From an optimization exercise on the open Yosys and OpenROAD flow, aimed at small area and a short achievable clock period; shortcuts taken in it are not production practice.
Where RTL was checked, it was by simulation tests only, not by an equivalence proof against the original.
Only the layout flow was run in runs 6 and 7; the RTL was not checked for function there.
Power and IR drop assume default switching activity.

**design/flow/config.mk**
```make
export PLATFORM = sky130hd
export DESIGN_NAME = fp32_add
export DESIGN_NICKNAME = fp32_add
export VERILOG_FILES = /design/flow/design.v
export SDC_FILE = /design/flow/constraint.sdc
export NUM_CORES = 4
export LEC_CHECK = 0
export ABC_AREA = 1
export CAP_MARGIN = 20
export CORE_MARGIN = 2
export CORE_UTILIZATION = 40
export SETUP_SLACK_MARGIN = 2
export SLEW_MARGIN = 20
```
**design/flow/constraint.sdc**
```tcl
create_clock -name core_clock -period 6.5 [get_ports {clk}]
set_input_delay 1.3000 -clock core_clock [delete_from_list [all_inputs] [get_ports {clk}]]
set_output_delay 1.3000 -clock core_clock [all_outputs]
set_load 0.01 [all_outputs]
```
**design/flow/design.v**
```verilog
`default_nettype none
module fp32_add(
    input wire clk,
    input wire [31:0] a,
    input wire [31:0] b,
    input wire sub,
    input wire [2:0] rm,
    output wire [31:0] result,
    output wire nv,
    output wire of,
    output wire nx
);
    integer k;
    wire a_sign = a[31];
    wire b_sign = b[31] ^ sub;
    wire [7:0] a_exp = a[30:23];
    wire [7:0] b_exp = b[30:23];
    wire [22:0] a_frac = a[22:0];
    wire [22:0] b_frac = b[22:0];
    wire a_emax = &a_exp;
    wire b_emax = &b_exp;
    wire a_fz = ~|a_frac;
    wire b_fz = ~|b_frac;
    wire a_nan = a_emax & ~a_fz;
    wire b_nan = b_emax & ~b_fz;
    wire a_inf = a_emax & a_fz;
    wire b_inf = b_emax & b_fz;
    wire a_snan = a_nan & ~a_frac[22];
    wire b_snan = b_nan & ~b_frac[22];
    wire s0_is_sub = a_sign ^ b_sign;
    wire s0_inf_inf = s0_is_sub & a_inf & b_inf;
    wire s0_nv = a_snan | b_snan | s0_inf_inf;
    wire s0_nan = a_nan | b_nan | s0_inf_inf;
    wire s0_inf = ~s0_nan & (a_inf | b_inf);
    wire [1:0] s0_special = {s0_nan, s0_inf | s0_nv};
    wire a_hid = |a_exp;
    wire b_hid = |b_exp;
    wire [7:0] a_eeff = {a_exp[7:1], a_exp[0] | ~a_hid};
    wire [7:0] b_eeff = {b_exp[7:1], b_exp[0] | ~b_hid};
    wire [7:0] d_ab = a_eeff - b_eeff;
    wire [7:0] d_ba = b_eeff - a_eeff;
    wire swap = a[30:0] < b[30:0];
    wire [7:0] l_exp = swap ? b_exp : a_exp;
    wire [22:0] l_frac = swap ? b_frac : a_frac;
    wire [23:0] s_sig = swap ? {a_hid, a_frac} : {b_hid, b_frac};
    wire l_sign = swap ? b_sign : a_sign;
    wire [4:0] s0_off = swap ? d_ba[4:0] : d_ab[4:0];
    wire s0_far = swap ? |d_ba[7:5] : |d_ab[7:5];    
    reg r1_sign, r1_is_sub;
    reg [2:0] r1_rm;
    reg [1:0] r1_special;
    reg [7:0] r1_lexp;
    reg [22:0] r1_lfrac;
    reg [23:0] r1_ssig;
    reg [4:0] r1_off;
    reg r1_far;
    always @(posedge clk) begin
        r1_sign <= l_sign;
        r1_is_sub <= s0_is_sub;
        r1_rm <= rm;
        r1_special <= s0_special;
        r1_lexp <= l_exp;
        r1_lfrac <= l_frac;
        r1_ssig <= s_sig;
        r1_off <= s0_off;
        r1_far <= s0_far;
    end
    wire l_hid = |r1_lexp;
    wire [7:0] l_e = {r1_lexp[7:1], r1_lexp[0] | ~l_hid};
    wire [27:0] in1 = {1'b0, l_hid, r1_lfrac, 3'b000};
    wire [26:0] sh0 = {r1_ssig, 3'b000};
    wire [26:0] sh1 = r1_far ? 27'b0 : r1_off[4] ? {16'b0, sh0[26:16]} : sh0;
    wire [26:0] sh2 = r1_off[3] ? {8'b0, sh1[26:8]} : sh1;
    wire [26:0] sh3 = r1_off[2] ? {4'b0, sh2[26:4]} : sh2;
    wire [26:0] sh4 = r1_off[1] ? {2'b0, sh3[26:2]} : sh3;
    wire [26:0] sh5 = r1_off[0] ? {1'b0, sh4[26:1]} : sh4;
    reg [23:0] smask;    
    always @*
        for (k = 0; k < 24; k = k + 1)
            smask[k] = r1_far | (r1_off >= k + 3);
    wire sticky = |(r1_ssig & smask);
    wire [27:0] in2 = {1'b0, sh5[26:1], sticky};
    wire [27:0] in2x = in2 ^ {28{r1_is_sub}};
    wire [28:0] sum_c = {in1, 1'b1} + {in2x, r1_is_sub};
    wire [27:0] s1_sum = sum_c[28:1];
    wire [7:0] s1_exp = l_e + 8'd1;
    wire rdn = r1_rm == 3'b010;
    wire rup = r1_rm == 3'b011;
    wire rtz = r1_rm == 3'b001;
    wire rmm = r1_rm == 3'b100;
    wire s1_up = (rdn & r1_sign) | (rup & ~r1_sign);
    wire s1_dn = rtz | (rdn & ~r1_sign) | (rup & r1_sign);
    wire [1:0] s1_cls = {s1_up | rmm, s1_dn | rmm};
    wire s1_zsign = r1_is_sub ? rdn : r1_sign;
    reg r2_sign, r2_zsign;
    reg [1:0] r2_cls;
    reg [1:0] r2_special;
    reg [7:0] r2_exp;
    reg [27:0] r2_sum;
    always @(posedge clk) begin
        r2_sign <= r1_sign;
        r2_zsign <= s1_zsign;
        r2_cls <= s1_cls;
        r2_special <= r1_special;
        r2_exp <= s1_exp;
        r2_sum <= s1_sum;
    end
    reg [27:0] lim_mask;    
    always @*
        for (k = 0; k < 28; k = k + 1)
            lim_mask[k] = (r2_exp == 8'd28 - k);
    wire [27:0] x = r2_sum | lim_mask;
    wire z4 = ~|x[27:12];
    wire [15:0] x4 = z4 ? x[11:0] << 4 : x[27:12];
    wire z3 = ~|x4[15:8];
    wire [7:0] x3 = z3 ? x4[7:0] : x4[15:8];
    wire z2 = ~|x3[7:4];
    wire [3:0] x2 = z2 ? x3[3:0] : x3[7:4];
    wire z1 = ~|x2[3:2];
    wire [1:0] x1 = z1 ? x2[1:0] : x2[3:2];
    wire z0 = ~x1[1];
    wire [4:0] lzc = {z4, z3, z2, z1, z0};
    wire [27:0] n4 = z4 ? {r2_sum[11:0], 16'b0} : r2_sum;
    wire [27:0] n3 = z3 ? {n4[19:0], 8'b0} : n4;
    wire [27:0] n2 = z2 ? {n3[23:0], 4'b0} : n3;
    wire [27:0] n1 = z1 ? {n2[25:0], 2'b0} : n2;
    wire [27:0] n0 = z0 ? {n1[26:0], 1'b0} : n1;
    wire s2_tiny = ~n0[27];
    wire c1 = r2_sum[27];
    wire c2 = ~r2_sum[27] & r2_sum[26];
    wire lsb = c1 ? r2_sum[4] : c2 ? r2_sum[3] : r2_sum[2];
    wire g = c1 ? r2_sum[3] : c2 ? r2_sum[2] : r2_sum[1];
    wire st = c1 ? |r2_sum[2:0] : c2 ? |r2_sum[1:0] : r2_sum[0];
    wire inexact = g | st;
    reg add_one;
    always @* begin
        case (r2_cls)
            2'd0: add_one = g & (lsb | st);
            2'd1: add_one = 1'b0;
            2'd2: add_one = g | st;
            default: add_one = g;
        endcase
    end
    wire sp_inf = r2_special == 2'b01;
    wire sp_nan = r2_special[1];
    wire sp = |r2_special;
    wire ovf = ~sp & c1 & (&r2_exp);           
    wire of_max = r2_cls == 2'd1;              
    wire zero_sign = ~|r2_sum;
    reg [7:0] s2_exp;
    reg [4:0] s2_lzc;
    reg [22:0] s2_frac;
    always @* begin
        s2_lzc = (sp | ovf | s2_tiny) ? 5'd0 : lzc;
        if (sp_nan) {s2_exp, s2_frac} = 31'h7fc00000;
        else if (sp_inf | (ovf & ~of_max)) {s2_exp, s2_frac} = 31'h7f800000;
        else if (ovf) {s2_exp, s2_frac} = 31'h7f7fffff;
        else {s2_exp, s2_frac} = {s2_tiny ? 8'd0 : r2_exp, n0[26:4]};
    end
    wire s2_efe = ~sp & ((c1 & (r2_exp == 8'hfe)) | (c2 & (r2_exp == 8'hff)));
    reg r3_sign, r3_inc, r3_nx, r3_of, r3_nv, r3_efe;
    reg [7:0] r3_exp;
    reg [4:0] r3_lzc;
    reg [22:0] r3_frac;
    always @(posedge clk) begin
        r3_sign <= ~sp_nan & (zero_sign ? r2_zsign : r2_sign);
        r3_inc <= ~sp & ~ovf & add_one;
        r3_nx <= ~sp & (inexact | ovf);
        r3_of <= ovf;
        r3_nv <= r2_special == 2'b11;
        r3_exp <= s2_exp;
        r3_lzc <= s2_lzc;
        r3_frac <= s2_frac;
        r3_efe <= s2_efe;
    end
    wire [23:0] frac_inc = {1'b0, r3_frac} + {23'b0, r3_inc};
    wire [7:0] exp_c0 = r3_exp - {3'b0, r3_lzc};
    wire [7:0] exp_c1 = r3_lzc[1] ? r3_exp - 8'd1 : r3_lzc[0] ? r3_exp : r3_exp + 8'd1;
    wire [7:0] exp_out = frac_inc[23] ? exp_c1 : exp_c0;
    assign result = {r3_sign, exp_out, frac_inc[22:0]};
    assign of = r3_of | (r3_efe & frac_inc[23]);
    assign nx = r3_nx;
    assign nv = r3_nv;
endmodule
`default_nettype wire
```
**design/flow/flow/run.sh**
```bash
#!/bin/bash
# The standard layout, with plain buffers (sky130_fd_sc_hd__buf_1) on the ports instead of the
# delay cells that buffer_ports picks by default. Every port still gets its own buffer.
set -euo pipefail
export BUFFER_PORTS_ARGS="-buffer_cell sky130_fd_sc_hd__buf_1"
bash standard.sh > standard.log 2>&1
```
**design/flow/standard.sh**
```bash
#!/bin/bash
# synth_recipe.tcl (not shown) runs the flow's synth.tcl, then flattens the netlist and writes it again
# the make line also repeats each setting of config.mk as NAME=value (left out here)
make -C /OpenROAD-flow-scripts/flow DESIGN_CONFIG=/design/flow/config.mk WORK_HOME=/design/flow/orfs CLKGATE_MAP_FILE= SYNTH_SCRIPT=/design/flow/synth_recipe.tcl "${@:-finish}"
```
==> results of run 1 <==
==> through the flow <==
stage                     instance area [um2]  setup slack (ps)  std cells  utilization
after CTS                               13300              1900       2377        0.448
after global placement                  12600              1640       2337        0.425
after global routing                    13300              1980       2379        0.450
after floorplan                         12000              2600       1903            -
final                                   13300              2170       2379        0.450
after detailed placement                12600              1690       2337        0.425
==> synth_stat cells, types with 2 or more instances <==
library cell,number,share of area
nand3b_1,2,0.0012
inv_1,247,0.077
clkbuf_1,43,0.013
nor4_1,24,0.012
nand3_1,119,0.050
o31ai_1,6,0.0037
o221a_2,2,0.0019
o21bai_1,2,0.0012
o21ai_0,181,0.075
a311oi_1,2,0.0015
ha_1,73,0.076
o21a_1,5,0.0031
buf_1,3,0.00094
a31oi_1,15,0.0078
nor2_2,7,0.0036
o21ai_1,12,0.0050
a41oi_1,2,0.0015
inv_2,12,0.0037
nand2_4,4,0.0037
a211oi_1,10,0.0062
o211ai_1,8,0.0050
nand4_1,28,0.015
buf_2,3,0.0012
a21oi_1,98,0.041
nand2_1,495,0.15
buf_6,6,0.0056
dfxtp_1,152,0.25
xnor2_1,16,0.012
nor3_1,17,0.0071
nand2_2,10,0.0052
mux2i_1,7,0.0058
fa_1,3,0.0050
xor2_1,80,0.058
o221ai_1,10,0.0073
o22ai_1,3,0.0016
nor2_4,6,0.0056
nor2_1,165,0.052
buf_4,10,0.0062
==> logic make-up (layout without fill, tap and decap cells) <==
logic type,Yosys count,after routing,synth area share
AO/OA/AOI/OAI,366,366,0.169
XOR/XNOR,96,96,0.0700
adder cells (fa/ha/maj),76,76,0.0810
buffers and inverters,326,412,0.109
flip-flops,152,152,0.253
multiplexers,7,7,0.00583
AND/OR/NAND/NOR,880,880,0.311
==> repair_timing <==
action / 4_1_cts / 5_1_grt
buffers inserted: 8 / 2
endpoints found under the hold margin: 0 / 0
pin swaps: 8 / 5
resized for setup: 12 / 11
setup endpoints to repair: 7 / 66
==> cell usage in the layout (no fill, tap or decap), types with 14 or more instances in the layout <==
cell | Yosys | layout
a21oi_1 | 98 | 98
a31oi_1 | 15 | 15
buf_1 | 3 | 97
buf_4 | 10 | 15
clkbuf_16 | 0 | 17
dfxtp_1 | 152 | 150
ha_1 | 73 | 72
inv_1 | 247 | 247
nand2_1 | 495 | 493
nand3_1 | 119 | 118
nand4_1 | 28 | 28
nor2_1 | 165 | 162
nor3_1 | 17 | 14
nor4_1 | 24 | 24
o21ai_0 | 181 | 181
xnor2_1 | 16 | 16
xor2_1 | 80 | 80
==> routing by layer <==
metal,vias to the layer above,wire [um],part of all wire
met3,66,1620,0.043
li1,6357,-,-
met5,-,0,0
met2,380,18500,0.49
met4,0,1360,0.036
met1,5550,15900,0.43
==> final timing paths <==
check	startpoint	to	slack, ps
worst max-delay path	r3_frac[0]	result[30]	2170
worst min-delay path	r1_special[1]	r2_special[1]	340
worst min register to register	r1_special[1]	r2_special[1]	340
worst max register to register	r1_off[4]	r2_sum[26]	2280
==> flip-flops by register name, summed over array words and instances (netlist names), 3 cells and up <==
name / flops
r2_sum: 28
r1_ssig: 24
r1_lfrac: 23
r3_frac: 23
r1_lexp: 8
r2_exp: 8
r3_exp: 8
r1_off: 5
r3_lzc: 5
r1_rm: 3
==> final cells by class <==
cell class | count | area, um2
Fill cell | 3193 | 16300
Multi-Input combinational cell | 1425 | 7720
Tap cell | 390 | 488
Sequential cell | 152 | 3050
Timing Repair Buffer | 119 | 518
Inverter | 261 | 982
Clock buffer | 18 | 439
Clock inverter | 14 | 149
==> worst max-delay path: stages (launching register included) <==
cell and delay [ps]:
dfxtp_1 320, ha_2 180, nand3_2 130, nor3_4 150, nand3_1 120, inv_1 80, nand4_1 120, nor3_2 200
nand4_1 180, nor2_2 180, nand2_2 90, nor3_4 260, buf_4 180, a32o_1 130, xor2_1 140, buf_2 140
==> power by group through the flow <==
stage | Sequential, mW | Clock [mW] | Combinational [mW]
after floorplan | 1.41 | 0 | 2.49
after global placement | 1.56 | 0 | 3.11
after detailed placement | 1.56 | 0 | 3.12
after CTS | 1.54 | 1.02 | 3.15
after global routing | 1.57 | 1.06 | 3.62
final | 1.54 | 0.997 | 3.17
==> summary.md, run 1 <==
| Metric | Value |
|---|---|
| Comb pwr share | `0.555` |
| Async SR Flop Fraction | `0` |
| FP Rows | `63` |
| Total power | `5.70 mW` |
| Clock Root Buffer | `clkbuf_16` |
| Grt met2 use | `0.434` |
| I/O Pins | `104` |
| DRT Wirelength | `37.3 mm` |
| CTS tree | `built` |
| Worst vdd ir | `203 uV` |
| Worst-path clk slew | `70 ps` |
| Final #Nets | `2,121` |
| Area delta synth->final | `11.1%` |
| Starting Density | `0.405` |
| Internal power | `2.90 mW` |
| Grt ovf | `0` |
| Hold buffers post-CTS | `0` |
| Initial antenna violation count | `0` |
| Busiest grt layer | `met2` |
| N_diodes | `0` |
| Max FO, Critical Path | `5` |
| Die width | `177 um` |
| Vias | `12,400` |
| Vias in the first global route | `11,500` |
| Switching share of power | `0.492` |
| Detailed placement HPWL | `30.8 mm` |
| Worst Tran Pin Value | `1040 ps` |
| Max-Cap Viols | `0` |
| Pre-antenna DRT Iters | `5` |
| Clk pwr share | `0.175` |
| Critical Setup Path Class | `reg -> out` |
| #FFs+latches synth | `152` |
| EDFF count, synth | `0` |
| FMAX | `231 MHz` |
| Post-route setup TNS | `0 ps` |
| Worst-Skew Late Latency | `430 ps` |
| Startpoint types | `register` |
| ANT nets after route | `0` |
| DR vias/cell | `5.19` |
| Synth Net Count | `2,048` |
| GPL Wtd Cong | `0.964` |
| Met3 global-route usage | `0.0298` |
| Final period utilization | `0.666` |
| CTS Sinks | `152` |
| Die area | `31,400 um2` |
| Sequential Power Share | `0.270` |
| Core ar. | `29,600 um2` |
| Global-route wire length before repair | `58.6 mm` |
| Worst Hold Depth | `0` |
| FF-to-FF path depth | `16` |
| Worst hold slack | `337 ps` |
| Final setup violation count | `0` |
| Tmin final | `4330 ps` |
| Post-DR wirelength/cell | `15.7 um` |
| CP endpoint kind | `output port` |
| Final Max Tran Viols | `0` |
| NetSw | `2.81 mW` |
| Slew HR | `0.295` |
| Number of remaining DRC errors | `0` |
| Hold/Removal Path Class | `reg -> reg` |
| Leak Pwr | `6.55 nW` |
| Mapped Area | `12,000 um2` |
| Bufs on Longest Clock Path | `2` |
| Initial drt markers | `713` |
| Cell area power density | `427 nW/um2` |
| RSZ-0062 raised after global routing | `yes` |
| Final Hold Vio Count | `0` |
| Post-Synthesis Cells | `1,903` |
| H-Tree Depth | `4` |
| Die Span Y | `177 um` |
| Register area share after synthesis | `0.253` |
| Routing usage on met1 | `0.277` |
| Layout cells sized above 1 | `0.0558` |
| Main synth FF type | `dfxtp_1` |
| Syn avg cell area | `6.31 um2` |
| Pin count of the biggest net entering global routing | `63` |
| Port Buffer Count | `103` |
| Synth cell types | `53` |
| Fin Clk Skew | `14.4 ps` |
| CP arrival | `3030 ps` |
| Synth warnings | `1` |
| Outcome | `timing/DRC/antenna clean` |
| Worst path required time | `5200 ps` |
| CTS buffer count | `17` |
| GRT Util Overall | `0.236` |
==> inputs of run 2 (changes only) <==
--- a/design/flow/design.v
+++ b/design/flow/design.v
@@ -106,8 +106,11 @@
         r2_sum <= s1_sum;
     end
-    reg [27:0] lim_mask;    
+    wire e_small = ~|r2_exp[7:5];
+    wire [3:0] pd_hi = {4{e_small}} & (4'b0001 << r2_exp[4:3]);
+    wire [7:0] pd_lo = 8'b00000001 << r2_exp[2:0];
+    reg [27:0] lim_mask;
     always @*
         for (k = 0; k < 28; k = k + 1)
-            lim_mask[k] = (r2_exp == 8'd28 - k);
+            lim_mask[k] = pd_hi[(28 - k) >> 3] & pd_lo[(28 - k) & 7];
     wire [27:0] x = r2_sum | lim_mask;
     wire z4 = ~|x[27:12];
==> run 2 against run 1 <==
Sequential cell count did not move. Setup slack improved by 71 ps. Die area fell by 0.67%. Critical path type unchanged. Fmax rose by 1.7%. Cell area fell by 0.67%. Sequential power barely moved. Sequential share of layout area rose by 0.14 points.
==> summary.md, run 2 <==
| Metric | Value |
|---|---|
| Yosys top cell area share | `0.255` |
| CTS buffer count | `17` |
| Outcome | `timing/DRC/antenna clean` |
| Worst-Skew Late Latency | `440 ps` |
| Die width | `177 um` |
| CP arrival | `2960 ps` |
| Vias | `12,200` |
| Port Buffer Count | `103` |
| Slowest stage delay, CP | `310 ps` |
| Post-route setup TNS | `0 ps` |
| Initial antenna violation count | `0` |
| Post-Synthesis Cells | `1,867` |
| CTS tree | `built` |
| I/O Pins | `104` |
| Synth top cells by count | `478 x nand2_1, 222 x inv_1, 192 x o21ai_0, 152 x dfxtp_1, 143 x nor2_1` |
| DRT Wirelength | `37.3 mm` |
| Final #Nets | `2,086` |
| Top flop regs | `r2_sum: 28 flops, r1_ssig: 24 flops` |
| Die area | `31,200 um2` |
| Critical Setup Path Class | `reg -> out` |
| Bufs on Longest Clock Path | `2` |
| Commonest non-fill, non-tap cells in the layout | `477 x nand2_1, 221 x inv_1, 191 x o21ai_0, 152 x dfxtp_1, 139 x nor2_1` |
| CP endpoint kind | `output port` |
| Cell with the most instances after synthesis | `nand2_1` |
| Main combinational cell family by area after synthesis | `simple AND/OR/NAND/NOR gates` |
| Worst path required time | `5200 ps` |
| Fin Clk Skew | `19.1 ps` |
| Fillers | `3,186` |
| Post-DR wirelength/cell | `15.9 um` |
| Synth cell types | `56` |
| Synth Area in Compound Gates | `0.167` |
| Mapped Area | `11,900 um2` |
| Fin cells | `2,344` |
| Area delta synth->final | `11.1%` |
| Vias in the first global route | `11,400` |
| Commonest non-fill, non-tap cell in the layout | `nand2_1` |
| FP Rows | `63` |
| Final period utilization | `0.655` |
| Multi-input logic area | `7770 um2` |
| Tmin final | `4260 ps` |
| Utilization after layout | `0.450` |
| Dpl cells | `2,308` |
| Slew HR | `0.305` |
| Initial drt markers | `837` |
| RSZ-0062 raised after global routing | `no` |
| Worst vdd ir | `196 uV` |
| FMAX | `235 MHz` |
| Post-Synth Adder-Cell Area | `0.0816` |
| Core ar. | `29,500 um2` |
| Sequential cell area | `3040 um2` |
| Worst Tran Pin Value | `1040 ps` |
| GPL Wtd Cong | `0.968` |
| Max-Cap Viols | `0` |
| Max FO, Critical Path | `4` |
| Register area share after synthesis | `0.255` |
| Main synth FF type | `dfxtp_1` |
| Final Hold Vio Count | `0` |
| Worst-path clk slew | `60 ps` |
| Syn avg cell area | `6.39 um2` |
| Grt ovf | `0` |
| Cell breakdown of the critical path | `ha_1 -> nand3_1 -> nor2_2 -> nand3_2 -> nor3b_2 -> nand3_1 -> nor2_4 -> nand3_2 -> nor3_4 -> nor2_1 -> a32oi_1 -> xor2_1 -> buf_1` |
| Final setup violation count | `0` |
| Post-Synth XOR/XNOR Area | `0.0683` |
| Final Max Tran Viols | `0` |
| Die Span Y | `177 um` |
| Leading area contributor after synthesis | `dfxtp_1` |
| Starting Density | `0.405` |
| Clock Root Buffer | `clkbuf_16` |
| ANT nets after route | `0` |
| #FFs+latches synth | `152` |
| Multiplexer share of the synthesized area | `0.00923` |
| H-Tree Depth | `4` |
| Leak Pwr | `6.43 nW` |
| Layout cells sized above 1 | `0.0578` |
| Synth top area cells | `dfxtp_1 26%, nand2_1 15%, o21ai_0 8.1%` |
| CTS Sinks | `152` |
| Number of remaining DRC errors | `0` |
| Detailed placement HPWL | `30.7 mm` |
| Largest register FFs | `28` |
| CP max stage cell | `dfxtp_1` |
| EDFF count, synth | `0` |
| Synth warnings | `1` |
| Hold/Removal Path Class | `reg -> reg` |
| GRT Util Overall | `0.239` |
| N_diodes | `0` |
| Async SR Flop Fraction | `0` |
| Cell area power density | `430 nW/um2` |
| Global-route wire length before repair | `58.6 mm` |
| Synth Net Count | `2,012` |
| Simple-Gate Fraction of Synth Area | `0.320` |
| Startpoint types | `register` |
| Pin count of the biggest net entering global routing | `94` |
| DR vias/cell | `5.19` |
| Pre-antenna DRT Iters | `6` |
| Top reg by flops | `r2_sum` |
-- run 2: cell families (layout without fill, tap and decap cells) --
kind of cell,count (synthesis),after routing
AO/OA/AOI/OAI,368,368
XOR/XNOR,93,93
adder cells (fa/ha/maj),76,76
buffers and inverters,297,384
flip-flops,152,152
multiplexers,11,11
AND/OR/NAND/NOR,870,870
-- run 2: stage by stage --
step | power, mW | area, um2 | hold WS, ps | setup slack [ps]
detailed placement | 4.67 | 12600 | 314 | 1730
global route | 6.24 | 13300 | 337 | 2000
finish | 5.70 | 13300 | 326 | 2240
global placement | 4.67 | 12600 | 313 | 1780
floorplan | 3.88 | 11900 | 310 | 2830
CTS | 5.69 | 13200 | 329 | 2000
-- run 2: final timing paths --
path | from | end | slack, ps | cells past startpoint
min reg2reg | r1_special[1] | r2_special[1] | 330 | 0
max reg2reg | r1_off[4] | r2_sum[24] | 2470 | 18
max | r3_inc | result[29] | 2240 | 13
min | r1_special[1] | r2_special[1] | 330 | 0
-- run 2: layout make-up --
type	instances	share of cell area
multi-input combinational	1418	0.587
clock buffer	19	0.0334
timing repair buffer	112	0.0343
tap	390	0.0368
inverter	239	0.0682
clock inverter	13	0.0108
timing repair inverter	1	0.000378
sequential	152	0.230
-- run 2: metal layers --
metal  part of all wire  track usage  vias up
met5                  0            0        -
met4              0.048        0.117        0
met1               0.42        0.274     5407
met3              0.053       0.0436       89
li1                   -            -     6294
met2               0.48        0.427      379
-- run 2: critical path, delay by kind of cell (launching register included) --
family          cells  cell delay, ps
compound gates      1             240
xor+xnor            1             160
fa+ha+maj           1             170
buf+inv             1             160
flops               1             310
simple gates        9            1490
-- run 2: report_power, final --
group / internal, mW / switching, mW
combinational: 1.09 / 2.08
sequential: 1.24 / 0.286
clock: 0.578 / 0.425
total: 2.91 / 2.79
-- run 2: what timing repair did --
| action | CTS | global route |
|---|---|---|
| setup buffers | 1 | 2 |
| hold buffers | 0 | 0 |
| pin swaps | 1 | 4 |
| endpoints found under the setup margin | 16 | 37 |
| cloned | 0 | 1 |
| resized for setup | 6 | 11 |
==> inputs of run 3 (changes only) <==
--- a/design/flow/config.mk
+++ b/design/flow/config.mk
@@ -10,4 +10,4 @@
 export CORE_MARGIN = 2
 export CORE_UTILIZATION = 40
-export SETUP_SLACK_MARGIN = 2
+export SETUP_SLACK_MARGIN = 3
 export SLEW_MARGIN = 20
==> run 3 against run 2 <==
Total power is 16% higher. Clock skew is 9.8 ps lower. Die area is the same. Clock power shrank 8%. Setup slack improved by 250 ps. Critical path depth unchanged. Via count increased by 8.1%. Hold slack improved by 5.7 ps. Area after synthesis unchanged. Routed wire length grew 14%. Core utilization rose by 7.4 points.
==> summary.md, run 3 <==
| Metric | Value |
|---|---|
| Slowest stage delay, CP | `340 ps` |
| Slew HR | `0.274` |
| Worst vdd ir | `191 uV` |
| Leading area contributor after synthesis | `dfxtp_1` |
| Fin Clk Skew | `9.32 ps` |
| CTS Sinks | `152` |
| Port Buffer Count | `103` |
| CP arrival | `2710 ps` |
| Clk pwr share | `0.139` |
| Post-route setup TNS | `0 ps` |
| Largest register FFs | `28` |
| Die Span Y | `177 um` |
| CTS tree | `built` |
| Grt ovf | `0` |
| DR vias/cell | `5.34` |
| Final setup violation count | `0` |
| GPL Wtd Cong | `0.992` |
| Yosys top cell area share | `0.255` |
| Commonest non-fill, non-tap cells in the layout | `451 x nand2_1, 214 x inv_1, 141 x dfxtp_1, 120 x o21ai_0, 113 x nor2_1` |
| Switching share of power | `0.494` |
| Die area | `31,200 um2` |
| Final #Nets | `2,204` |
| Clock Root Buffer | `clkbuf_16` |
| H-Tree Depth | `4` |
| Mapped Area | `11,900 um2` |
| Internal power | `3.36 mW` |
| Layout cells sized above 1 | `0.213` |
| #FFs+latches synth | `152` |
| Hold/Removal Path Class | `reg -> reg` |
| Initial drt markers | `987` |
| Final Hold Vio Count | `0` |
| N_diodes | `0` |
| Startpoint types | `register` |
| Synth Net Count | `2,012` |
| Synth top cells by count | `478 x nand2_1, 222 x inv_1, 192 x o21ai_0, 152 x dfxtp_1, 143 x nor2_1` |
| Bufs on Longest Clock Path | `2` |
| Top flop regs | `r2_sum: 28 flops, r1_ssig: 24 flops` |
| Cell area power density | `429 nW/um2` |
| Tmin final | `4010 ps` |
| Cell with the most instances after synthesis | `nand2_1` |
| FMAX | `249 MHz` |
| Top reg by flops | `r2_sum` |
| Post-Synthesis Cells | `1,867` |
| CP max stage cell | `dfxtp_2` |
| RSZ-0062 raised after global routing | `yes` |
| Sequential Power Share | `0.236` |
| GRT Util Overall | `0.251` |
| Worst hold slack | `332 ps` |
| Main synth FF type | `dfxtp_1` |
| Worst Tran Pin Value | `1090 ps` |
| Vias in the first global route | `11,800` |
| NetSw | `3.27 mW` |
| Global-route wire length before repair | `61.7 mm` |
| Synth cell types | `56` |
| Pin count of the biggest net entering global routing | `94` |
| Synth top area cells | `dfxtp_1 26%, nand2_1 15%, o21ai_0 8.1%` |
| Finished Cell Area | `15,400 um2` |
| Starting Density | `0.405` |
| Number of remaining DRC errors | `0` |
| DRT Wirelength | `42.4 mm` |
| Max-Cap Viols | `0` |
| CP endpoint kind | `output port` |
| Pre-antenna DRT Iters | `5` |
| Worst-Skew Late Latency | `430 ps` |
| Register area share after synthesis | `0.255` |
| Final Max Tran Viols | `0` |
| Utilization after layout | `0.524` |
| Cell breakdown of the critical path | `ha_4 -> nand3_4 -> nor2_4 -> nand3_4 -> nor3b_4 -> nand3_2 -> nor2_4 -> nand3_2 -> nor3_4 -> nor2_2 -> a32o_2 -> xor2_1 -> buf_2` |
| Post-DR wirelength/cell | `17.2 um` |
| Core ar. | `29,500 um2` |
| Async SR Flop Fraction | `0` |
| Syn avg cell area | `6.39 um2` |
| CTS buffer count | `17` |
| Final period utilization | `0.617` |
| Detailed placement HPWL | `30.9 mm` |
| Comb pwr share | `0.626` |
| I/O Pins | `104` |
| Max FO, Critical Path | `3` |
| Area delta synth->final | `29.4%` |
| Placed inst area | `12,600 um2` |
| Synth warnings | `1` |
| Initial antenna violation count | `0` |
| Leak Pwr | `7.23 nW` |
| Total power | `6.63 mW` |
| Die width | `177 um` |
| Outcome | `timing/DRC/antenna clean` |
| Worst-path clk slew | `60 ps` |
| ANT nets after route | `0` |
| Critical Setup Path Class | `reg -> out` |
| Commonest non-fill, non-tap cell in the layout | `nand2_1` |
| EDFF count, synth | `0` |
| Worst path required time | `5200 ps` |
| FP Rows | `63` |
| Vias | `13,200` |
[run 3: cell families after synthesis]
family | share of synthesized area
xor gates and xnor gates | 0.0683
and+or+nand+nor | 0.320
AOI/OAI and AO/OA | 0.167
DFF | 0.255
adders and majority gates | 0.0816
buffers and inverters | 0.0989
muxes | 0.00923
[run 3: power groups by stage]
stage          combinational, mW  sequential (mW)  clock, mW
3_3_place_gp                3.14             1.55          0
6_report                    4.15             1.56      0.919
2_1_floorplan               2.47             1.42          0
3_5_place_dp                3.14             1.55          0
5_1_grt                     4.58             1.59      0.985
4_1_cts                     3.31             1.54      0.942
[run 3: stage by stage]
step | worst slack [ps] | std cells
after floorplan | 3020 | 1867
after global placement | 1780 | 2307
after detailed placement | 1750 | 2307
after CTS | 2370 | 2370
after global routing | 2280 | 2462
final | 2490 | 2462
[run 3: area by class of cell]
cell class | count | area, um2
Timing Repair inverter | 5 | 37.5
Tap cell | 390 | 488
Inverter | 239 | 957
Sequential cell | 152 | 3070
Multi-Input combinational cell | 1428 | 8930
Clock buffer | 23 | 478
Timing Repair Buffer | 216 | 1410
Fill cell | 2957 | 14000
Clock inverter | 9 | 67.6
[run 3: final timing paths]
kind                 start             to  slack [ps]  depth (start not counted)
max                 r3_inc     result[30]        2490                         13
max reg2reg      r1_off[4]     r2_sum[17]        3050                         17
min          r1_special[1]  r2_special[1]         330                          0
min reg2reg  r1_special[1]  r2_special[1]         330                          0
[run 3: what timing repair did]
| item | CTS | global route |
|---|---|---|
| endpoints found under the setup margin | 144 | 129 |
| cloned | 5 | 12 |
| hold buffers | 0 | 0 |
| endpoints found under the hold margin | 0 | 0 |
| gates resized for setup | 109 | 295 |
| pin swaps | 30 | 104 |
| setup buffers | 26 | 80 |
[run 3: per-layer routing]
layer,global-route usage,routed length [um]
met3,0.0314,1870
met2,0.452,21500
met5,0,0
met1,0.294,17000
met4,0.119,2010
[run 3: worst max-delay path, delay by kind of cell (launching register included)]
family | cells | cell delay, ps
xor gates and xnor gates | 1 | 130
DFF | 1 | 340
buffers and inverters | 1 | 130
and+or+nand+nor | 9 | 1260
AOI/OAI and AO/OA | 1 | 250
adders and majority gates | 1 | 150
==> inputs of run 4 (changes only) <==
--- a/design/flow/config.mk
+++ b/design/flow/config.mk
@@ -10,4 +10,4 @@
 export CORE_MARGIN = 2
 export CORE_UTILIZATION = 40
-export SETUP_SLACK_MARGIN = 3
+export SETUP_SLACK_MARGIN = 3.5
 export SLEW_MARGIN = 20
==> run 4 against run 3 <==
Largest power group unchanged. Total power increased by 31%. Combinational power increased by 46%. Global-route usage increased by 4.4 points. Still clean.
==> summary.md, run 4 <==
| Metric | Value |
|---|---|
| Outcome | `timing/DRC/antenna clean` |
| CTS tree | `built` |
| Core ar. | `29,500 um2` |
| Sequential cell area | `3080 um2` |
| Slowest stage delay, CP | `340 ps` |
| ANT nets after route | `0` |
| Synth Net Count | `2,012` |
| CTS buffer count | `17` |
| Worst-Skew Late Latency | `440 ps` |
| Main synth FF type | `dfxtp_1` |
| Yosys top cell area share | `0.255` |
| Startpoint types | `register` |
| CP top delay family | `simple AND/OR/NAND/NOR gates` |
| Critical Setup Path Class | `reg -> out` |
| EDFF count, synth | `0` |
| Final period utilization | `0.617` |
| Worst Hold Depth | `0` |
| DR vias/cell | `5.71` |
| Synth cell types | `56` |
| #FFs+latches synth | `152` |
| Die width | `177 um` |
| Die Span Y | `177 um` |
| FF-to-FF path depth | `27` |
| Cell mode on critical path | `nand3_4` |
| Hold Path End | `r2_special[1]` |
| Synth warnings | `1` |
| CTS Sinks | `152` |
| Initial drt markers | `1,275` |
| Detailed placement HPWL | `29.6 mm` |
| Pin count of the biggest net entering global routing | `43` |
| Commonest non-fill, non-tap cells in the layout | `305 x nand2_1, 191 x inv_1, 184 x buf_4, 137 x dfxtp_1, 111 x nand2_2` |
| Worst r2r src | `r2_exp[1]` |
| Pre-antenna DRT Iters | `7` |
| I/O Pins | `104` |
| Post-Synthesis Cells | `1,867` |
| N_diodes | `0` |
| Tmin final | `4010 ps` |
| Hold/Removal Path Class | `reg -> reg` |
| Fin worst setup slack | `2490 ps` |
| Final #Nets | `2,399` |
| Leading area contributor after synthesis | `dfxtp_1` |
| Hold buffers post-CTS | `0` |
| Syn avg cell area | `6.39 um2` |
| Slew HR | `0.439` |
| GRT Util Overall | `0.295` |
| Worst-path clk slew | `70 ps` |
| Final Max Tran Viols | `0` |
| RSZ-0062 raised after global routing | `yes` |
| CP arrival | `2710 ps` |
| Final setup violation count | `0` |
| Port Buffer Count | `103` |
| Mapped Area | `11,900 um2` |
| FF-to-FF End | `r3_frac[11]` |
| Die area | `31,200 um2` |
| Async SR Flop Fraction | `0` |
| Number of remaining DRC errors | `0` |
| Synth top cells by count | `478 x nand2_1, 222 x inv_1, 192 x o21ai_0, 152 x dfxtp_1, 143 x nor2_1` |
| GPL Wtd Cong | `0.966` |
| Total power | `8.71 mW` |
| Worst setup slack after placement | `2000 ps` |
| Starting Density | `0.405` |
| Grt ovf | `0` |
| Layout cells sized above 1 | `0.470` |
| Synth top area cells | `dfxtp_1 26%, nand2_1 15%, o21ai_0 8.1%` |
| Cell area power density | `434 nW/um2` |
| Area delta synth->final | `68.3%` |
| Max-Cap Viols | `0` |
| Vias in the first global route | `14,100` |
| Commonest non-fill, non-tap cell in the layout | `nand2_1` |
| FMAX | `249 MHz` |
| Leak Pwr | `9.29 nW` |
| H-Tree Depth | `4` |
| Max FO, Critical Path | `3` |
| Worst Tran Pin Value | `835 ps` |
| Vias | `15,200` |
| FP Rows | `63` |
| Largest register FFs | `28` |
| Global-route wire length before repair | `72.7 mm` |
| Fillers | `2,263` |
| Clock Root Buffer | `clkbuf_16` |
| Hold Crit Start | `r1_special[1]` |
| Top reg by flops | `r2_sum` |
| Bufs on Longest Clock Path | `2` |
| Initial antenna violation count | `0` |
| Post-route setup TNS | `0 ps` |
| Register area share after synthesis | `0.255` |
| Final Hold Vio Count | `0` |
| Reg2reg setup slack | `2960 ps` |
| Worst Path Buf+Inv | `1` |
| Cell with the most instances after synthesis | `nand2_1` |
| Top flop regs | `r2_sum: 28 flops, r1_ssig: 24 flops` |
| Worst path required time | `5200 ps` |
| Fin Clk Skew | `17.2 ps` |
| Worst vdd ir | `269 uV` |
| CP max stage cell | `dfxtp_2` |
| CP endpoint kind | `output port` |
| DRT Wirelength | `53.8 mm` |
| Cell breakdown of the critical path | `ha_4 -> nand3_4 -> nor2_4 -> nand3_4 -> nor3b_4 -> nand3_2 -> nor2_4 -> nand3_4 -> nor3_4 -> nor2_2 -> a32o_2 -> xor2_2 -> buf_2` |
| Post-DR wirelength/cell | `20.2 um` |
| Multi-input logic area | `11,100 um2` |
==> run 4: cell counts after synthesis <==
Identical to the previous run, type by type.
==> run 4: timing repair <==
action,in CTS,in global routing
gates resized for setup,570,542
pin swaps,233,224
cloned,24,17
buffers inserted,195,80
setup endpoints to repair,148,146
==> run 4: cell families (layout without fill, tap and decap cells) <==
| logic type | Yosys count | after routing | share of synthesized area |
|---|---|---|---|
| AND/OR/NAND/NOR | 870 | 882 | 0.320 |
| flip-flops | 152 | 152 | 0.255 |
| XOR/XNOR | 93 | 93 | 0.0683 |
| buffers and inverters | 297 | 684 | 0.0989 |
| multiplexers | 11 | 11 | 0.00923 |
| adder cells (fa/ha/maj) | 76 | 76 | 0.0816 |
| AO/OA/AOI/OAI | 368 | 368 | 0.167 |
==> run 4: how the worst max path moves through the flow <==
stage	endpoint	start	cells past startpoint
after CTS	result[30]	r3_frac[0]	13
after detailed placement	r1_off[4]	a[28]	12
after global placement	r1_off[4]	a[27]	12
after floorplan	result[30]	r3_inc	12
final	result[30]	r3_frac[0]	13
after global routing	result[28]	r3_frac[0]	14
==> run 4: report_power, final <==
group	internal, mW	switching [mW]
logic	2.55	3.51
clock network	0.619	0.429
registers	1.24	0.359
total	4.41	4.30
==> run 4: stage by stage <==
| stage | cells | hold slack, ps | util | area, um2 |
|---|---|---|---|---|
| floorplan | 1867 | 310 | - | 12200 |
| global placement | 2309 | 313 | 0.433 | 12800 |
| detailed placement | 2309 | 318 | 0.433 | 12800 |
| CTS | 2559 | 342 | 0.581 | 17100 |
| global route | 2656 | 353 | 0.681 | 20100 |
| finish | 2656 | 342 | 0.681 | 20100 |
==> run 4: layer usage <==
| layer | global-route usage | up-vias | share of wire |
|---|---|---|---|
| met1 | 0.325 | 7053 | 0.36 |
| met4 | 0.168 | 0 | 0.081 |
| met2 | 0.537 | 818 | 0.49 |
| li1 | - | 6970 | - |
| met3 | 0.0432 | 324 | 0.069 |
| met5 | 0 | - | 0 |
==> run 4: cell type report <==
class	count	area share
clock buffers	19	0.0221
clock inverters	12	0.00822
inverters	239	0.0498
multi-input cells	1430	0.552
flip-flops and latches	152	0.153
well taps	390	0.0243
repair buffers	405	0.186
repair inverters	9	0.00417
==> run 4: worst register-to-register path: cells and delay by family (launching register included) <==
kind	cells	cell delay, ps
compound gates	1	210
buf+inv	7	800
flops	1	400
simple gates	19	2050
==> inputs of run 5 (changes only) <==
--- a/design/flow/config.mk
+++ b/design/flow/config.mk
@@ -10,4 +10,4 @@
 export CORE_MARGIN = 2
 export CORE_UTILIZATION = 40
-export SETUP_SLACK_MARGIN = 3.5
+export SETUP_SLACK_MARGIN = 2.5
 export SLEW_MARGIN = 20
==> run 5 against run 4 <==
Highest routed layer unchanged. Critical path depth is the same. Routed wire length decreased by 30%. Cell count decreased by 11%. Fmax rose by 0.60%. Sequential cell count unchanged. Total power is 33% lower. Count of clock-buffer cells in the layout unchanged. Still clean. Core utilization is 22 points lower.
==> summary.md, run 5 <==
| Metric | Value |
|---|---|
| Comb pwr share | `0.564` |
| Die area | `31,200 um2` |
| Max FO, Critical Path | `4` |
| Vias in the first global route | `11,500` |
| RSZ-0062 raised after global routing | `yes` |
| Detailed placement HPWL | `30.7 mm` |
| Yosys top cell area share | `0.255` |
| N_diodes | `0` |
| Commonest non-fill, non-tap cells in the layout | `476 x nand2_1, 219 x inv_1, 187 x o21ai_0, 146 x dfxtp_1, 138 x nor2_1` |
| CP Capture Point | `result[30]` |
| Final #Nets | `2,101` |
| Post-Synthesis Cells | `1,867` |
| Synth cell types | `56` |
| Worst vdd ir | `191 uV` |
| Worst-path clk slew | `60 ps` |
| Pre-antenna DRT Iters | `7` |
| Critical Setup Path Class | `reg -> out` |
| Vias | `12,200` |
| Top flop regs | `r2_sum: 28 flops, r1_ssig: 24 flops` |
| Worst path required time | `5200 ps` |
| Final period utilization | `0.614` |
| Post-route setup TNS | `0 ps` |
| Top reg by flops | `r2_sum` |
| I/O Pins | `104` |
| FF-to-FF path depth | `18` |
| Mapped Area | `11,900 um2` |
| Area delta synth->final | `13.7%` |
| #FFs+latches synth | `152` |
| Commonest non-fill, non-tap cell in the layout | `nand2_1` |
| NetSw | `2.84 mW` |
| FMAX | `251 MHz` |
| Layout cells sized above 1 | `0.0772` |
| DR vias/cell | `5.17` |
| DRT Wirelength | `37.4 mm` |
| FF-to-FF End | `r2_sum[26]` |
| Register area share after synthesis | `0.255` |
| Initial antenna violation count | `0` |
| Grt ovf | `0` |
| Switching share of power | `0.489` |
| Number of remaining DRC errors | `0` |
| Fin Clk Skew | `14.4 ps` |
| Starting Density | `0.405` |
| Tmin final | `3990 ps` |
| Synth top area cells | `dfxtp_1 26%, nand2_1 15%, o21ai_0 8.1%` |
| H-Tree Depth | `4` |
| GPL Wtd Cong | `0.968` |
| Cell area power density | `428 nW/um2` |
| Main synth FF type | `dfxtp_1` |
| Largest register FFs | `28` |
| Leading area contributor after synthesis | `dfxtp_1` |
| Final setup violation count | `0` |
| Hold buffers post-CTS | `0` |
| Hold Crit Start | `r1_special[1]` |
| Clk pwr share | `0.173` |
| GRT Util Overall | `0.241` |
| ANT nets after route | `0` |
| CTS Sinks | `152` |
| CTS buffer count | `17` |
| Max-Cap Viols | `0` |
| Pin count of the biggest net entering global routing | `94` |
| Global-route wire length before repair | `59.0 mm` |
| FP Rows | `63` |
| Final Max Tran Viols | `0` |
| Worst Hold Depth | `0` |
| Synth Net Count | `2,012` |
| Die Span Y | `177 um` |
| Die width | `177 um` |
| Internal power | `2.97 mW` |
| Port Buffer Count | `103` |
| Clock Root Buffer | `clkbuf_16` |
| Worst-Skew Late Latency | `440 ps` |
| Startpoint types | `register` |
| Synth warnings | `1` |
| Hold/Removal Path Class | `reg -> reg` |
| Synth top cells by count | `478 x nand2_1, 222 x inv_1, 192 x o21ai_0, 152 x dfxtp_1, 143 x nor2_1` |
| Slew HR | `0.301` |
| Worst r2r src | `r1_far` |
| Outcome | `timing/DRC/antenna clean` |
| Syn avg cell area | `6.39 um2` |
| CTS tree | `built` |
| Sequential Power Share | `0.264` |
| Leak Pwr | `6.49 nW` |
| Post-DR wirelength/cell | `15.9 um` |
| Async SR Flop Fraction | `0` |
| EDFF count, synth | `0` |
| Reg2reg setup slack | `2840 ps` |
| Cell with the most instances after synthesis | `nand2_1` |
| Final Hold Vio Count | `0` |
| Critical Path Start | `r3_frac[0]` |
| Total power | `5.81 mW` |
| CP arrival | `2690 ps` |
| CP endpoint kind | `output port` |
| Bufs on Longest Clock Path | `2` |
| Worst Tran Pin Value | `1050 ps` |
| Core ar. | `29,500 um2` |
| Initial drt markers | `767` |
==> run 5: cell counts after synthesis <==
Identical to the previous run, type by type.
==> run 5: kinds of logic after synthesis <==
family | Yosys count | synth area share
xor+xnor | 93 | 0.0683
flops | 152 | 0.255
buf+inv | 297 | 0.0989
simple gates | 870 | 0.320
mux | 11 | 0.00923
fa+ha+maj | 76 | 0.0816
compound gates | 368 | 0.167
==> run 5: through the flow <==
stage	hold WS (ps)	cells	setup WS (ps)	util	area, um2
after floorplan	310	1867	2830	-	11900
after global placement	313	2308	1780	0.427	12600
after detailed placement	314	2308	1730	0.427	12600
after CTS	329	2347	2320	0.452	13300
after global routing	337	2359	2350	0.460	13600
final	326	2359	2510	0.460	13600
==> run 5: routing by layer <==
metal / wire length [um] / vias to the layer above / track usage / share of wire
met5: 0 / - / 0 / 0
met4: 1640 / 0 / 0.116 / 0.044
met3: 1960 / 84 / 0.0438 / 0.052
met2: 18300 / 381 / 0.430 / 0.49
met1: 15500 / 5391 / 0.276 / 0.41
li1: - / 6336 / - / -
==> run 5: what timing repair did <==
item | in CTS | in global routing
gates resized for setup | 28 | 42
gates cloned | 1 | 0
setup buffers | 6 | 12
pin swaps | 11 | 12
setup endpoints to repair | 46 | 83
==> run 5: worst min-delay path by stage <==
stage                     slack, ps             to
after floorplan                 310  r2_special[0]
after global placement          310  r2_special[1]
after detailed placement        310  r2_special[1]
after CTS                       330  r2_special[1]
after global routing            340  r2_special[0]
final                           330  r2_special[1]
==> run 5: worst max-delay path: stages, from the launching register on <==
cell     delay (ps)
dfxtp_2         340
ha_4            150
nand3_4          90
nor2_4          110
nand3_2         100
nor3b_4         210
nand3_2         130
nor2_4          150
nand3_2         110
nor3_4          260
nor2_2           90
a32o_1          240
xor2_1          130
buf_2           130
==> run 5: final cells by class <==
cell class | count | area, um2
Timing Repair inverter | 1 | 7.51
Multi-Input combinational cell | 1418 | 7920
Inverter | 239 | 935
Timing Repair Buffer | 127 | 579
Fill cell | 3152 | 15900
Clock buffer | 19 | 443
Clock inverter | 13 | 143
Sequential cell | 152 | 3050
Tap cell | 390 | 488
==> run 5: power by group through the flow <==
stage | logic, mW | registers (mW) | clock network [mW]
6_report | 3.28 | 1.53 | 1.00
5_1_grt | 3.73 | 1.56 | 1.06
4_1_cts | 3.19 | 1.52 | 1.02
3_5_place_dp | 3.14 | 1.53 | 0
3_3_place_gp | 3.14 | 1.53 | 0
2_1_floorplan | 2.46 | 1.42 | 0
==> inputs of run 6 (changes only) <==
--- a/design/flow/design.v
+++ b/design/flow/design.v
@@ -75,9 +75,14 @@
     wire [26:0] sh4 = r1_off[1] ? {2'b0, sh3[26:2]} : sh3;
     wire [26:0] sh5 = r1_off[0] ? {1'b0, sh4[26:1]} : sh4;
-    reg [23:0] smask;    
-    always @*
-        for (k = 0; k < 24; k = k + 1)
-            smask[k] = r1_far | (r1_off >= k + 3);
-    wire sticky = |(r1_ssig & smask);
+    reg [23:0] s_por;    
+    reg [31:0] st_tab;
+    always @* begin
+        s_por[0] = r1_ssig[0];
+        for (k = 1; k < 24; k = k + 1)
+            s_por[k] = s_por[k-1] | r1_ssig[k];
+        for (k = 0; k < 32; k = k + 1)
+            st_tab[k] = (k < 3) ? 1'b0 : (k > 26) ? s_por[23] : s_por[k-3];
+    end
+    wire sticky = r1_far ? s_por[23] : st_tab[r1_off];
     wire [27:0] in2 = {1'b0, sh5[26:1], sticky};
     wire [27:0] in2x = in2 ^ {28{r1_is_sub}};
@@ -162,5 +167,8 @@
     end
     wire s2_efe = ~sp & ((c1 & (r2_exp == 8'hfe)) | (c2 & (r2_exp == 8'hff)));
-    reg r3_sign, r3_inc, r3_nx, r3_of, r3_nv, r3_efe;
+    wire w_ones = c1 ? &r2_sum[26:4] : c2 ? &r2_sum[25:3] : &r2_sum[24:2];
+    wire w_lo_ones = c1 ? &r2_sum[15:4] : c2 ? &r2_sum[14:3] : &r2_sum[13:2];
+    wire s2_inc = ~sp & ~ovf & add_one;
+    reg r3_sign, r3_inc, r3_nx, r3_of, r3_nv, r3_efe, r3_carry, r3_lo_ones;
     reg [7:0] r3_exp;
     reg [4:0] r3_lzc;
@@ -168,5 +176,7 @@
     always @(posedge clk) begin
         r3_sign <= ~sp_nan & (zero_sign ? r2_zsign : r2_sign);
-        r3_inc <= ~sp & ~ovf & add_one;
+        r3_inc <= s2_inc;
+        r3_carry <= s2_inc & w_ones;
+        r3_lo_ones <= w_lo_ones;
         r3_nx <= ~sp & (inexact | ovf);
         r3_of <= ovf;
@@ -177,10 +187,11 @@
         r3_efe <= s2_efe;
     end
-    wire [23:0] frac_inc = {1'b0, r3_frac} + {23'b0, r3_inc};
+    wire [11:0] frac_lo = r3_frac[11:0] + {11'b0, r3_inc};
+    wire [10:0] frac_hi = r3_frac[22:12] + {10'b0, r3_inc & r3_lo_ones};
     wire [7:0] exp_c0 = r3_exp - {3'b0, r3_lzc};
     wire [7:0] exp_c1 = r3_lzc[1] ? r3_exp - 8'd1 : r3_lzc[0] ? r3_exp : r3_exp + 8'd1;
-    wire [7:0] exp_out = frac_inc[23] ? exp_c1 : exp_c0;
-    assign result = {r3_sign, exp_out, frac_inc[22:0]};
-    assign of = r3_of | (r3_efe & frac_inc[23]);
+    wire [7:0] exp_out = r3_carry ? exp_c1 : exp_c0;
+    assign result = {r3_sign, exp_out, frac_hi, frac_lo};
+    assign of = r3_of | (r3_efe & r3_carry);
     assign nx = r3_nx;
     assign nv = r3_nv;
--- a/design/flow/config.mk
+++ b/design/flow/config.mk
@@ -10,4 +10,4 @@
 export CORE_MARGIN = 2
 export CORE_UTILIZATION = 40
-export SETUP_SLACK_MARGIN = 2.5
+export SETUP_SLACK_MARGIN = 2
 export SLEW_MARGIN = 20
==> run 6 against run 5 <==
Cell count is essentially flat. Largest cell class unchanged. Cell area shrank 1.1%. Critical endpoint is now r2_sum[23]. Setup slack worse by 160 ps. Synthesized cell count increased by 1.1%. Global-route usage down 0.17 points. Routed wire length increased by 0.92%. Clock power hardly changed. Total power is essentially flat. Sequential share of layout area increased by 0.51 points. Critical path depth increased by 12. Area after synthesis rose by 1.2%. Via count grew 1.2%.
==> summary.md, run 6 <==
| Metric | Value |
|---|---|
| Synth cell types | `56` |
| Detailed placement HPWL | `30.4 mm` |
| Dpl cells | `2,321` |
| Final #Nets | `2,104` |
| Routing usage on met1 | `0.279` |
| Grt met2 use | `0.436` |
| Cell with the most instances after synthesis | `nand2_1` |
| Hold buffers post-CTS | `0` |
| Leak Pwr | `6.38 nW` |
| DRT Wirelength | `37.7 mm` |
| Main synth FF type | `dfxtp_1` |
| Cell mode on critical path | `nand2_1` |
| Vias in the first global route | `11,600` |
| Placed inst area | `12,700 um2` |
| Slew HR | `0.316` |
| Utilization after layout | `0.451` |
| Bufs on Longest Clock Path | `2` |
| Worst Tran Pin Value | `1020 ps` |
| Startpoint types | `register` |
| DR vias/cell | `5.23` |
| Outcome | `timing/DRC/antenna clean` |
| Area delta synth->final | `11.0%` |
| Max FO, Critical Path | `4` |
| Final Hold Vio Count | `0` |
| Layout cells sized above 1 | `0.0508` |
| Met3 global-route usage | `0.0351` |
| Fin cells | `2,360` |
| Fillers | `3,241` |
| Worst Hold Depth | `0` |
| Slowest stage delay, CP | `340 ps` |
| Synth warnings | `1` |
| Post-Synthesis Cells | `1,888` |
| Number of remaining DRC errors | `0` |
| Synth top cells by count | `494 x nand2_1, 235 x inv_1, 182 x o21ai_0, 154 x dfxtp_1, 153 x nand3_1` |
| Worst vdd ir | `232 uV` |
| I/O Pins | `104` |
| Worst-path clk slew | `80 ps` |
| H-Tree Depth | `4` |
| FMAX | `241 MHz` |
| Port Buffer Count | `103` |
| Starting Density | `0.407` |
| Yosys top cell area share | `0.255` |
| Largest register FFs | `28` |
| Final setup violation count | `0` |
| ANT nets after route | `0` |
| Synth Net Count | `2,035` |
| GRT Util Overall | `0.239` |
| Worst path required time | `6830 ps` |
| CP endpoint kind | `register` |
| Final period utilization | `0.638` |
| Async SR Flop Fraction | `0` |
| Finished Cell Area | `13,400 um2` |
| RSZ-0062 raised after global routing | `yes` |
| Register area share after synthesis | `0.255` |
| Commonest non-fill, non-tap cell in the layout | `nand2_1` |
| Vias | `12,300` |
| Die Span Y | `178 um` |
| FP Rows | `63` |
| Cell area power density | `433 nW/um2` |
| #FFs+latches synth | `154` |
| Hold/Removal Path Class | `reg -> reg` |
| Fin worst setup slack | `2350 ps` |
| Die width | `178 um` |
| Top flop regs | `r2_sum: 28 flops, r1_ssig: 24 flops` |
| Worst-Skew Late Latency | `460 ps` |
| Fin Clk Skew | `20.8 ps` |
| CTS tree | `built` |
| Initial antenna violation count | `0` |
| Post-route setup TNS | `0 ps` |
| Max-Cap Viols | `0` |
| Core ar. | `29,700 um2` |
| Top reg by flops | `r2_sum` |
| EDFF count, synth | `0` |
| Synth top area cells | `dfxtp_1 26%, nand2_1 15%, ha_1 7.8%` |
| CTS buffer count | `17` |
| Initial drt markers | `842` |
| Grt ovf | `0` |
| CP max stage cell | `dfxtp_1` |
| Tmin final | `4150 ps` |
| CTS Sinks | `154` |
| N_diodes | `0` |
| FF-to-FF path depth | `25` |
| GPL Wtd Cong | `0.920` |
| Worst setup slack after placement | `1600 ps` |
| Global-route wire length before repair | `59.1 mm` |
| Leading area contributor after synthesis | `dfxtp_1` |
| Clock Root Buffer | `clkbuf_16` |
| Critical Setup Path Class | `reg -> reg` |
| Commonest non-fill, non-tap cells in the layout | `491 x nand2_1, 234 x inv_1, 182 x o21ai_0, 153 x nand3_1, 151 x dfxtp_1` |
| Syn avg cell area | `6.40 um2` |
| Final Max Tran Viols | `0` |
| Mapped Area | `12,100 um2` |
| CP arrival | `4480 ps` |
| Post-DR wirelength/cell | `16.0 um` |
| Busiest grt layer | `met2` |
| Pre-antenna DRT Iters | `8` |
| Pin count of the biggest net entering global routing | `95` |
| Die area | `31,600 um2` |
-- run 6: cell types whose count changed in the layout (fill, tap and decap cells not counted), moves of 8 or more --
cell / change
nand3_1: +33
buf_4: -10
nand2_1: +15
clkinvlp_4: -10
nor3_1: +10
nand3_2: -8
nor2_1: -30
inv_1: +15
a21oi_1: -15
nor3_2: +8
-- run 6: critical path, delay by kind of cell (launching register included) --
| kind | cells | cell delay [ps] |
|---|---|---|
| simple gates | 21 | 2660 |
| compound gates | 3 | 740 |
| flops | 1 | 340 |
| fa+ha+maj | 1 | 270 |
-- run 6: logic make-up after synthesis --
logic type,synth area share
compound gates,0.172
fa+ha+maj,0.0826
buf+inv,0.100
flops,0.255
mux,0.00580
xor+xnor,0.0645
simple gates,0.320
-- run 6: per-layer routing --
metal / up-vias / wire length (um)
met5: - / 0
met4: 0 / 1380
met3: 70 / 1380
met2: 321 / 18900
met1: 5547 / 16100
li1: 6396 / -
-- run 6: power by group --
part | total (mW) | switching (mW) | internal, mW
sequential | 1.55 | 0.303 | 1.25
clock | 1.02 | 0.465 | 0.553
combinational | 3.24 | 2.13 | 1.11
-- run 6: final timing paths --
path                   end  slack (ps)     startpoint
max reg2reg     r2_sum[23]        2350     r1_ssig[0]
max             r2_sum[23]        2350     r1_ssig[0]
min          r2_special[0]         330  r1_special[0]
min reg2reg  r2_special[0]         330  r1_special[0]
-- run 6: layout make-up --
type	instances	area (um2)	share of cell area
multi-input combinational	1428	7870	0.586
sequential	154	3090	0.230
inverter	243	920	0.0685
tap	390	488	0.0364
timing repair buffer	113	462	0.0344
clock buffer	18	439	0.0327
clock inverter	14	155	0.0116
-- run 6: what timing repair did --
item | CTS | global route
endpoints found under the setup margin | 26 | 58
setup buffers | 0 | 4
resized for setup | 2 | 15
gates cloned | 0 | 3
pin swaps | 0 | 3
-- run 6: per-stage QoR --
stage	total power, mW	hold WS (ps)
after floorplan	3.92	310
final	5.81	328
after global routing	6.38	333
after CTS	5.75	328
after detailed placement	4.72	313
after global placement	4.73	315
==> inputs of run 7 (changes only) <==
--- a/design/flow/design.v
+++ b/design/flow/design.v
@@ -134,5 +134,4 @@
     wire [27:0] n1 = z1 ? {n2[25:0], 2'b0} : n2;
     wire [27:0] n0 = z0 ? {n1[26:0], 1'b0} : n1;
-    wire s2_tiny = ~n0[27];
     wire c1 = r2_sum[27];
     wire c2 = ~r2_sum[27] & r2_sum[26];
@@ -159,10 +158,12 @@
     reg [4:0] s2_lzc;
     reg [22:0] s2_frac;
+    reg s2_msb;
     always @* begin
-        s2_lzc = (sp | ovf | s2_tiny) ? 5'd0 : lzc;
+        s2_lzc = (sp | ovf | zero_sign) ? 5'd0 : lzc;
+        s2_msb = sp | ovf | (~zero_sign & n0[27]);
         if (sp_nan) {s2_exp, s2_frac} = 31'h7fc00000;
         else if (sp_inf | (ovf & ~of_max)) {s2_exp, s2_frac} = 31'h7f800000;
         else if (ovf) {s2_exp, s2_frac} = 31'h7f7fffff;
-        else {s2_exp, s2_frac} = {s2_tiny ? 8'd0 : r2_exp, n0[26:4]};
+        else {s2_exp, s2_frac} = {zero_sign ? 8'd1 : r2_exp, n0[26:4]};
     end
     wire s2_efe = ~sp & ((c1 & (r2_exp == 8'hfe)) | (c2 & (r2_exp == 8'hff)));
@@ -170,5 +171,5 @@
     wire w_lo_ones = c1 ? &r2_sum[15:4] : c2 ? &r2_sum[14:3] : &r2_sum[13:2];
     wire s2_inc = ~sp & ~ovf & add_one;
-    reg r3_sign, r3_inc, r3_nx, r3_of, r3_nv, r3_efe, r3_carry, r3_lo_ones;
+    reg r3_sign, r3_inc, r3_nx, r3_of, r3_nv, r3_efe, r3_carry, r3_lo_ones, r3_msb;
     reg [7:0] r3_exp;
     reg [4:0] r3_lzc;
@@ -184,4 +185,5 @@
         r3_exp <= s2_exp;
         r3_lzc <= s2_lzc;
+        r3_msb <= s2_msb;
         r3_frac <= s2_frac;
         r3_efe <= s2_efe;
@@ -189,5 +191,6 @@
     wire [11:0] frac_lo = r3_frac[11:0] + {11'b0, r3_inc};
     wire [10:0] frac_hi = r3_frac[22:12] + {10'b0, r3_inc & r3_lo_ones};
-    wire [7:0] exp_c0 = r3_exp - {3'b0, r3_lzc};
+    wire [8:0] exp_c0x = {r3_exp, 1'b1} + {3'b111, ~r3_lzc, r3_msb};
+    wire [7:0] exp_c0 = exp_c0x[8:1];
     wire [7:0] exp_c1 = r3_lzc[1] ? r3_exp - 8'd1 : r3_lzc[0] ? r3_exp : r3_exp + 8'd1;
     wire [7:0] exp_out = r3_carry ? exp_c1 : exp_c0;
==> run 7 against run 6 <==
Count of clock-buffer cells in the layout grew 1. Routed wire length increased by 3.0%. Sequential share of layout area fell by 0.11 points. Area after synthesis is 1.2% higher. First-iteration DRC count rose by 13%. Combinational power about the same. Non-clock buffer count decreased by 1. Critical path type unchanged. Largest cell class unchanged.
==> summary.md, run 7 <==
| Metric | Value |
|---|---|
| Outcome | `timing/DRC/antenna clean` |
| Leading area contributor after synthesis | `dfxtp_1` |
| Top reg by flops | `r2_sum` |
| RSZ-0062 raised after global routing | `no` |
| Syn avg cell area | `6.29 um2` |
| CP arrival | `4540 ps` |
| N_diodes | `0` |
| Slew HR | `0.417` |
| Synth Net Count | `2,091` |
| Main synth FF type | `dfxtp_1` |
| Critical Path Start | `r1_ssig[1]` |
| Number of remaining DRC errors | `0` |
| Final #Nets | `2,157` |
| Worst r2r src | `r1_ssig[1]` |
| Final setup violation count | `0` |
| Top flop regs | `r2_sum: 28 flops, r1_ssig: 24 flops` |
| Max-Cap Viols | `0` |
| Grt ovf | `0` |
| Cell with the most instances after synthesis | `nand2_1` |
| Port Buffer Count | `103` |
| Cell area power density | `433 nW/um2` |
| Hold Crit Start | `r1_special[1]` |
| Post-Synthesis Cells | `1,944` |
| I/O Pins | `104` |
| Pre-antenna DRT Iters | `6` |
| Max FO, Critical Path | `4` |
| Worst path required time | `6860 ps` |
| Multi-input logic area | `7910 um2` |
| GRT Util Overall | `0.242` |
| Vias | `12,600` |
| Total power | `5.88 mW` |
| EDFF count, synth | `0` |
| Fillers | `3,263` |
| Initial antenna violation count | `0` |
| Die area | `32,000 um2` |
| CTS buffer count | `17` |
| Critical Setup Path Class | `reg -> reg` |
| CTS tree | `built` |
| Register area share after synthesis | `0.254` |
| Largest register FFs | `28` |
| ANT nets after route | `0` |
| Die width | `179 um` |
| Commonest non-fill, non-tap cells in the layout | `508 x nand2_1, 250 x inv_1, 213 x o21ai_0, 154 x dfxtp_1, 147 x nand3_1` |
| Worst vdd ir | `238 uV` |
| Worst-Skew Late Latency | `440 ps` |
| FMAX | `239 MHz` |
| Synth cell types | `55` |
| Startpoint types | `register` |
| Mapped Area | `12,200 um2` |
| #FFs+latches synth | `155` |
| CTS Sinks | `155` |
| Post-route setup TNS | `0 ps` |
| Commonest non-fill, non-tap cell in the layout | `nand2_1` |
| CP endpoint kind | `register` |
| Reg2reg setup slack | `2320 ps` |
| Hold/Removal Path Class | `reg -> reg` |
| Pin count of the biggest net entering global routing | `97` |
| Synth top area cells | `dfxtp_1 25%, nand2_1 16%, o21ai_0 8.8%` |
| Starting Density | `0.403` |
| Detailed placement HPWL | `31.1 mm` |
| Initial drt markers | `955` |
| Clock Root Buffer | `clkbuf_16` |
| DRT Wirelength | `38.9 mm` |
| Async SR Flop Fraction | `0` |
| Final Hold Vio Count | `0` |
| DR vias/cell | `5.22` |
| Fin Clk Skew | `15.5 ps` |
| Final period utilization | `0.644` |
| H-Tree Depth | `4` |
| Tmin final | `4180 ps` |
| Core ar. | `30,300 um2` |
| Sequential cell area | `3110 um2` |
| GPL Wtd Cong | `0.971` |
| Synth warnings | `1` |
| Area delta synth->final | `11.0%` |
| Global-route wire length before repair | `60.7 mm` |
| Bufs on Longest Clock Path | `2` |
| Final Max Tran Viols | `0` |
| Worst-path clk slew | `70 ps` |
| Post-DR wirelength/cell | `16.1 um` |
| Layout cells sized above 1 | `0.0420` |
| Leak Pwr | `6.59 nW` |
| FP Rows | `64` |
| Worst Tran Pin Value | `872 ps` |
| Vias in the first global route | `11,900` |
| Synth top cells by count | `511 x nand2_1, 250 x inv_1, 214 x o21ai_0, 155 x dfxtp_1, 147 x nand3_1` |
| Die Span Y | `179 um` |
| Yosys top cell area share | `0.254` |
==> run 7: final timing paths <==
kind | endpoint | cells past startpoint
setup reg to reg | r2_sum[16] | 22
hold reg to reg | r2_special[1] | 0
hold / removal | r2_special[1] | 0
setup / recovery | r2_sum[16] | 22
==> run 7: critical path, cell delays in order, from the launching register on <==
cell,delay [ps]
dfxtp_1,340
nor2_1,180
nand4_1,180
nor3_2,170
nand2_1,100
nor3_2,160
nand3_1,110
inv_1,80
nand3_1,80
nor2_1,150
nand4_1,140
a2111oi_0,400
o21ai_0,240
a21oi_2,300
ha_1,310
nor2_1,150
nand3_1,120
o21bai_4,190
nand2_1,70
nand2_1,200
nand3_1,160
nand2_1,100
xor2_1,170
==> run 7: stage by stage <==
step	cell area [um2]	util	setup WS (ps)	std cells	hold WS (ps)
floorplan	12200	-	3080	1944	310
finish	13600	0.447	2320	2418	332
global placement	12800	0.423	1650	2385	315
CTS	13500	0.444	2010	2416	328
global route	13600	0.447	2010	2418	341
detailed placement	12800	0.423	1660	2385	313
==> run 7: per-layer routing <==
layer | global-route usage | vias up | wire length (um)
li1 | - | 6514 | -
met1 | 0.290 | 5704 | 16900
met2 | 0.433 | 337 | 19100
met3 | 0.0274 | 73 | 1310
met4 | 0.103 | 0 | 1510
met5 | 0 | - | 0
==> run 7: power by group <==
group	internal [mW]	switching (mW)	total [mW]
Sequential	1.25	0.291	1.54
Clock	0.648	0.442	1.09
Combinational	1.08	2.16	3.24
==> run 7: cell type report <==
class	instances	area share
multi-input combinational	1463	0.583
sequential	155	0.229
inverter	261	0.0727
tap	396	0.0365
timing repair buffer	112	0.0335
clock buffer	19	0.0319
clock inverter	12	0.0138
==> run 7: what timing repair did <==
item,4_1_cts,5_1_grt
gates cloned,0,2
hold buffers,0,0
pin swaps,0,2
endpoints found under the setup margin,28,39
gates resized for setup,4,17
setup buffers,0,0
==> run 7: kinds of logic (layout without fill, tap and decap cells) <==
| kind of cell | count (synthesis) | after routing | share of synthesized area |
|---|---|---|---|
| AND/OR/NAND/NOR | 912 | 913 | 0.320 |
| buffers and inverters | 328 | 404 | 0.108 |
| AO/OA/AOI/OAI | 380 | 381 | 0.172 |
| multiplexers | 5 | 5 | 0.00409 |
| flip-flops | 155 | 155 | 0.254 |
| adder cells (fa/ha/maj) | 78 | 78 | 0.0817 |
| XOR/XNOR | 86 | 86 | 0.0616 |

==> static timing again, ports no longer ideal <==
The results above use ideal ports. As a check the final layouts listed here were re-extracted and re-timed, cells and wires unchanged. Step 1 sets driving cells, clkbuf_16 on the clock port and buf_2 on the other inputs (assumed; they add their load-dependent delay and slew). Step 2 moves the port delays by t, midway between the first and last clock arrival at a register: inputs arrive t later, outputs are due t later. That takes back most of the time a late clock gives input paths. Three values: ideal, step 1, step 2; two values: the first two.
| run | t, ns | setup slack, ns | worst setup path after step 2 |
|---|---|---|---|
| run 1 | 0.472 | 2.168 / 2.120 / 1.983 | input to register |
| run 2 | 0.485 | 2.240 / 2.188 / 2.147 | input to register |
| run 3 | 0.485 | 2.492 / 2.438 / 2.602 | input to register |
| run 4 | 0.482 | 2.488 / 2.435 / 2.578 | input to register |
| run 5 | 0.484 | 2.512 / 2.460 / 2.317 | input to register |
| run 6 | 0.494 | 2.354 / 2.354 / 2.233 | input to register |
| run 7 | 0.476 | 2.317 / 2.317 / 2.317 | register to register |
After both steps setup and hold are still met in every run listed. For run 5, which loses most, drivers alone change the setup slack by -0.052 ns; drivers and shift together by -0.195 ns.
